From an optimization exercise on the open Yosys and OpenROAD flow, aimed at small area, a short achievable clock period and few clock cycles; shortcuts taken in it are not production practice.
Only the layout flow was run in this run; the RTL was not checked for function there.
Power is estimated from default activity; no workload was simulated.

`flow/design.v`:
```
`default_nettype none
module xtea_core(
                 input wire           clk,
                 input wire           reset_n,
                 input wire           encdec,    
                 input wire           start,     
                 input wire           mode_we,   
                 input wire           mode_new,  
                 output wire          busy,
                 output wire          ready,
                 input wire [127 : 0] key,       
                 input wire [63 : 0]  block,     
                 output wire          swap,      
                 output wire [63 : 0] result     
                );
  localparam [31 : 0] DELTA        = 32'h9e3779b9;
  localparam [31 : 0] DEC_INIT     = ~32'hc6ef3720;  
  localparam [1 : 0]  DEC_INIT_SEL = 2'd2;          
  logic          busy_reg;
  logic          load2_reg;      
  logic [5 : 0]  hr_reg;         
  logic [31 : 0] sum_reg;        
  logic [1 : 0]  sel_reg;        
  logic [31 : 0] rk_reg;         
  logic          swap_reg;       
  logic [31 : 0] a_reg;          
  logic [31 : 0] b_reg;          
  logic          last;
  logic          step;
  logic [31 : 0] sum_next;
  logic [32 : 0] rk33;
  logic [1 : 0]  sel_next;
  logic [31 : 0] keyw;
  logic [31 : 0] f;
  logic [32 : 0] new33;
  assign busy   = busy_reg;
  assign last   = busy_reg && !load2_reg && (hr_reg == 6'h0);
  assign ready  = !busy_reg || last;
  assign swap   = swap_reg;
  assign result = {a_reg, b_reg};
  assign step = busy_reg;
  always_comb
    begin
      case (sel_reg)
        2'd0: keyw = key[127 : 96];
        2'd1: keyw = key[95 : 64];
        2'd2: keyw = key[63 : 32];
        default: keyw = key[31 : 0];
      endcase
    end
  assign rk33  = {sum_reg, 1'b1} + {keyw ^ {32{!encdec}}, !encdec};
  assign f     = ({b_reg[27 : 0], 4'h0} ^ {5'h0, b_reg[31 : 5]}) + b_reg;
  assign new33 = {a_reg, 1'b1} + {f ^ rk_reg, !encdec};
  assign sum_next = sum_reg + DELTA;
  always_comb
    begin
      if (!hr_reg[0])
        sel_next = encdec ? sum_next[12 : 11] : ~sum_next[1 : 0];
      else
        sel_next = encdec ? sum_reg[1 : 0] : ~sum_reg[12 : 11];
    end
  always_ff @ (posedge clk or negedge reset_n)
    begin : ctrl_update
      if (!reset_n)
        begin
          busy_reg  <= 1'b0;
          load2_reg <= 1'b0;
          hr_reg    <= 6'h0;
        end
      else
        begin
          if (step && !last)
            hr_reg <= hr_reg + 6'h1;
          load2_reg <= start;
          if (start)
            busy_reg <= 1'b1;
          else if (last)
            busy_reg <= 1'b0;
        end
    end
  always_ff @ (posedge clk)
    begin : dp_update
      rk_reg <= rk33[32 : 1];
      if (start)
        swap_reg <= !encdec;
      if (start || busy_reg)
        begin
          a_reg <= b_reg;
          if (start)
            b_reg <= encdec ? block[63 : 32] : block[31 : 0];
          else if (load2_reg)
            b_reg <= encdec ? block[31 : 0] : block[63 : 32];
          else
            b_reg <= new33[32 : 1];
        end
      if (mode_we)
        begin
          sum_reg <= mode_new ? 32'h0 : DEC_INIT;
          sel_reg <= mode_new ? 2'd0 : DEC_INIT_SEL;
        end
      else if (last)
        begin
          sum_reg <= encdec ? 32'h0 : DEC_INIT;
          sel_reg <= encdec ? 2'd0 : DEC_INIT_SEL;
        end
      else if (step)
        begin
          if (!hr_reg[0])
            sum_reg <= sum_next;
          sel_reg <= sel_next;
        end
    end
endmodule  
`default_nettype none
module xtea(
            input wire               clk,
            input wire               reset_n,
            input wire               cs,
            input wire               we,
            input wire      [7 : 0]  address,
            input wire      [31 : 0] write_data,
            output wire     [31 : 0] read_data
           );
  localparam ADDR_CTRL    = 8'h08;
  localparam ADDR_CONFIG  = 8'h0a;
  localparam ADDR_ROUNDS  = 8'h0c;
  localparam ADDR_KEY0    = 8'h10;
  localparam ADDR_BLOCK0  = 8'h20;
  localparam CORE_NAME0   = 32'h78746561;  
  localparam CORE_NAME1   = 32'h2d313238;  
  localparam CORE_VERSION = 32'h302e3630;  
  logic [31 : 0] key_reg [0 : 3];
  logic [31 : 0] block_reg [0 : 1];
  logic          encdec_reg;
  logic          wr;
  logic          start;
  logic          mode_we;
  logic          busy;
  logic          ready;
  logic          swap;
  logic          rd_b;
  logic [63 : 0] result;
  logic [31 : 0] const_data;
  assign wr      = cs && we && !busy;
  assign start   = wr && (address == ADDR_CTRL) && write_data[1];
  assign mode_we = wr && ((address == ADDR_CONFIG) || (address == ADDR_ROUNDS));
  xtea_core core(
                 .clk(clk),
                 .reset_n(reset_n),
                 .encdec(encdec_reg),
                 .start(start),
                 .mode_we(mode_we),
                 .mode_new(write_data[0]),
                 .busy(busy),
                 .ready(ready),
                 .key({key_reg[0], key_reg[1], key_reg[2], key_reg[3]}),
                 .block({block_reg[0], block_reg[1]}),
                 .swap(swap),
                 .result(result)
                );
  always_ff @ (posedge clk)
    begin : reg_update
      if (mode_we)
        encdec_reg <= write_data[0];
      if (wr && (address[7 : 2] == ADDR_KEY0[7 : 2]))
        key_reg[address[1 : 0]] <= write_data;
      if (wr && (address[7 : 1] == ADDR_BLOCK0[7 : 1]))
        block_reg[address[0]] <= write_data;
    end
  always_comb
    begin : const_mux
      if (address[3])
        const_data = {31'h0, ready};
      else if (address[1])
        const_data = CORE_VERSION;
      else if (address[0])
        const_data = CORE_NAME1;
      else
        const_data = CORE_NAME0;
    end
  assign rd_b      = address[0] ^ swap;
  assign read_data = address[5] ? (rd_b ? result[31 : 0] : result[63 : 32]) :
                     const_data;
endmodule  
```
`flow/standard.sh`:
```
#!/bin/bash
# synth_recipe.tcl (not shown) runs the flow's synth.tcl, then flattens the netlist and writes it again
# the make line also repeats each setting of config.mk as NAME=value (left out here)
make -C /OpenROAD-flow-scripts/flow DESIGN_CONFIG=/design/flow/config.mk WORK_HOME=/design/flow/orfs CLKGATE_MAP_FILE= SYNTH_SCRIPT=/design/flow/synth_recipe.tcl "${@:-finish}"
```
`flow/constraint.sdc`:
```
create_clock -name core_clock -period 7.5 [get_ports {clk}]
set_input_delay 1.5000 -clock core_clock [delete_from_list [all_inputs] [get_ports {clk}]]
set_output_delay 1.5000 -clock core_clock [all_outputs]
set_load 0.01 [all_outputs]
```
`flow/config.mk`:
```
export PLATFORM = sky130hd
export DESIGN_NAME = xtea
export DESIGN_NICKNAME = xtea
export VERILOG_FILES = /design/flow/design.v
export SDC_FILE = /design/flow/constraint.sdc
export NUM_CORES = 4
export LEC_CHECK = 0
export CAP_MARGIN = 20
export CORE_MARGIN = 2
export CORE_UTILIZATION = 65
export CTS_BUF_LIST = sky130_fd_sc_hd__clkbuf_8
export CTS_CLUSTER_DIAMETER = 40
export CTS_CLUSTER_SIZE = 20
export SETUP_SLACK_MARGIN = 2.5
export SLEW_MARGIN = 20
export BUFFER_PORTS_ARGS = -buffer_cell sky130_fd_sc_hd__buf_1
```
`flow/flow/run.sh`:
```
#!/bin/bash
# Standard layout, but the port buffers inserted during placement use
# buf_1 cells (the default choice is a slow delay buffer).
set -euo pipefail
cat >> config.mk <<'EOC'
export BUFFER_PORTS_ARGS = -buffer_cell sky130_fd_sc_hd__buf_1
EOC
bash standard.sh > standard.log 2>&1
```
==> results list <==
* Routability congestion estimate from global placement: 1.043
* Setup slack, reg-to-reg: 2.43 ns
* # clock sinks: 332
- Number of unique standard cell types used by synthesis: 72
* PD cells: 215.1 nW/um^2
- Pin count of the biggest net entering global routing: 54
- Part of the Yosys area used for sequential elements: 51.78%
- The largest individual stage delay along the critical path comes from the cell edfxtp_1.
* Worst Max-Slew Pin Slew: 0.9107 ns
- DR WL/cell: 22.46 um
- The die is 173.0 um wide.
- In this run the critical register-to-register path is captured at core.b_reg[31].
- STA classifies the critical path startpoint as a flip-flop.
- The number of antenna violations at the first check in global routing came to 2.
* Post-synthesis cell type with the largest combined area: edfxtp_1
- Critical path's largest stage delay: 0.47 ns
- On the final layout, the worst hold slack is 0.4775 ns.
- After detailed placement, the design holds a cell count of 1964.
* Number of synthesis warnings: 2
- Global-route total usage across every layer: 30.96%
- Floorplan row count: 61
- Fill cell total of the finished layout: 1926
* Reg2Reg Depth: 20
- Across the whole layout, storage elements account for 9609 sq um.
- Post-DR vias/cell: 6.504
* Number of violations reported at the end of detailed-routing iteration 0: 1432
- The detail route stage leaves a number of antenna-violating nets equal to 0.
- Remaining global-route overflow: 0
- The post-route netlist has 12.34% of its cells at a drive strength greater than 1.
- In the routed design, unresolved DRC markers number 0.
- Top cell type's share of synthesized area: 47.25%
- Number of violations of the max-capacitance limit: 0
* Nature of the critical path endpoint: flip-flop
- Capture point of the worst path: core.b_reg[31]
- VDD sags by at most 0.2341 mV.
- RR Startpoint: core.b_reg[0]
- Final routed wirelength across all metal layers: 46390 um
- Data arrival time of the critical path: 5.38 ns
* Floorplan core area: 27930 sq um
- The first detailed-routing pass ran for 6 iterations.
- The later pin in the worst-skew pair is clocked with a latency of 0.60 ns.
- In this run the deepest clock path goes through 3 buffers.
- The final count of pins violating max slew was 0.
- IO buf count: 75
- For this run, the share of the core covered by cells in the final layout is 73.88%.
- Total Nets Final: 1802
- Setup tns final: 0 ns
- In the synthesized netlist, the number of instances is 1563.
- Syn_nets: 1712
- Maximum level of the CTS H-tree: 2
* Leading cell type in the layout, fill and taps excluded: edfxtp_1
- Final hold vios: 0
- In this run the tightest slew margin relative to its limit is 39.20%.
* Synth Flop Type: edfxtp_1
- The routed design could run at a clock period as short as 5.069 ns.
* Fin area: 20640 sq um
- After legalization and detailed placement, the total HPWL measured 33670 um.
* Max reg flops: 128
- Cell area after placement: 19220 sq um
- Walking the worst path, the cells encountered are xor2_1 > ha_1 > o211ai_1 > o211ai_1 > nand3_1 > a22oi_2 > a21o_1 > a21o_1 > a31oi_4 > o41ai_2 > xnor2_1 > ha_1 > and3_1 > a221o_1 > a21oi_1 > o21a_1 > a31oi_1 > xnor2_1 > nor4_1 > nor4_1.
* Start point of the critical path: core.b_reg[0]
- Final critical-path share of the clock period: 67.59%
- Number of global-route vias before repair: 12860
* EDFF count, synth: 292
- Async set-reset flop share out of synthesis: 2.410%
* Post-Synthesis Mean Instance Area: 11.87 sq um
- Data on the critical path is required at its endpoint by 7.81 ns.
- The analysis attributes to cell leakage a power of 7.390 nW.
* Syn Std Cell Area: 18560 sq um
* Critical path class: reg2reg
* Count of endpoints failing setup in the final report: 0
- Once the floorplan was initialized, standard cells occupied 66.43% of the core.
- Relative to the synthesized area, the layout overhead comes to 11.21%.
* CTS buffer count: 42
- Worst Skew: 0.04521 ns
* Main area contributors after synthesis: edfxtp_1 47%, ha_1 6.9%, xnor2_1 6.4%
- Clock slew seen by the registers of the worst setup and hold paths: 0.08 ns
- Largest fanout on the critical path: 6
- The tree is rooted in a clkbuf_8.
- Worst min-delay path category: reg2reg
* Count of state elements after synthesis: 332
- The first global-routing pass estimated 72220 um of wire.
* Run status: no timing/DRC/antenna violations
- Excluding fillers, the count of instances in the completed layout stands at 2065.
* Die outline height: 173.0 um
* Die area: 29920 sq um
- Total I/O pin count: 76
* Most frequent cells in the layout: 292 x edfxtp_1, 134 x xnor2_1, 116 x nand2_1, 97 x ha_1, 91 x a21oi_1
* TritonCTS clock tree: yes
- Upper clock frequency limit: 197.3 MHz
- Multi-input combinational cell area: 8815 sq um
- Total vias in the final route: 13430
* Unrepaired setup endpoints after global routing: true
## worst max-delay path, delay by kind of cell (launching register included)
kind	cells	cell delay (ns)
AO/OA/AOI/OAI	11	2.32
AND/OR/NAND/NOR	4	0.79
adder cells (fa/ha/maj)	2	0.77
flip-flops	1	0.47
XOR/XNOR	3	0.46
## stage by stage
stage	setup slack [ns]	total power, W
global route	2.307	0.004613
CTS	2.497	0.004413
floorplan	2.492	0.002653
global placement	2.144	0.002845
detailed placement	2.268	0.002850
finish	2.431	0.004438
## cell usage after synthesis, drive strengths merged, types with 14 or more instances
cell	count
nand3	27
a31oi	25
nand2	117
a21o	40
nor3	22
mux2i	16
clkbuf	65
ha	103
a221oi	52
xor2	72
and3	14
nor2	74
o22ai	27
nand2b	15
inv	25
nand4	16
a21oi	100
o21a	21
xnor2	135
edfxtp	292
o21ai	86
dfxtp	32
mux4	33
## power breakdown
group	leakage [nW]	switching, W	total, W	internal (W)
combinational	3.86	0.000461	0.000781	0.000320
clock	0.520	0.000768	0.00156	0.000797
sequential	3.00	0.0000384	0.00209	0.00205
## cell families (layout without fill, tap and decap cells)
family	Yosys count	in the layout	synth area share [%]
AO/OA/AOI/OAI	434	434	15.71
XOR/XNOR	207	207	9.769
adder cells (fa/ha/maj)	105	105	7.160
buffers and inverters	97	220	2.029
flip-flops	332	332	51.78
multiplexers	50	50	4.949
other	0	1	0
AND/OR/NAND/NOR	338	338	8.603
## layout make-up
type	count	area share, %
inverter	25	0.4547
multi-input combinational	1134	42.71
clock inverter	34	2.110
timing repair buffer	118	2.989
clock buffer	43	2.868
tap	378	2.292
sequential	332	46.56
antenna	1	0.01213
## timing repair
action / CTS / global route
pin swaps: 1 / 13
resized for setup: 13 / 28
setup endpoints to repair: 7 / 10
buffers inserted: 7 / 15
hold buffers: 0 / 0
## worst min-delay path by stage
stage,start,end,depth (start not counted)
after floorplan,core.hr_reg[5],core.hr_reg[5],1
after global placement,core.hr_reg[5],core.hr_reg[5],1
after detailed placement,core.hr_reg[5],core.hr_reg[5],1
after CTS,core.hr_reg[5],core.hr_reg[5],1
after global routing,core.hr_reg[4],core.hr_reg[4],1
final,core.hr_reg[5],core.hr_reg[5],1
## layer usage
| layer | track usage, % | wire [um] | vias to the layer above |
|---|---|---|---|
| met2 | 46.70 | 20750 | 587 |
| li1 | - | - | 6195 |
| met4 | 7.733 | 977 | 2 |
| met1 | 47.89 | 20700 | 6556 |
| met3 | 4.178 | 3942 | 90 |
| met5 | 0 | 13 | - |

==> separate check: timing with driven ports <==
In the flow no input, the clock included, has a driving cell. The finished layout below was timed again as built, in two steps.
Step 1, drivers: a clkbuf_16 drives clk and a buf_2 each remaining input, both assumed.
Step 2 moves the port delays by t, midway between the first and last clock arrival at a register: inputs arrive t later, outputs are due t later. That takes back most of the time a late clock gives input paths.
a / b / c = ideal / step 1 / step 2; a / b = the first two.
t (ns): 0.624
slack for setup (ns): 2.431 / 2.431 / 2.209
worst setup path at the end: input to register
worst slew at a driven data input, ns: 0.07
After both steps this run still meets setup and hold. For this run, drivers alone change the setup slack by 0.000 ns; drivers and shift together by -0.222 ns.
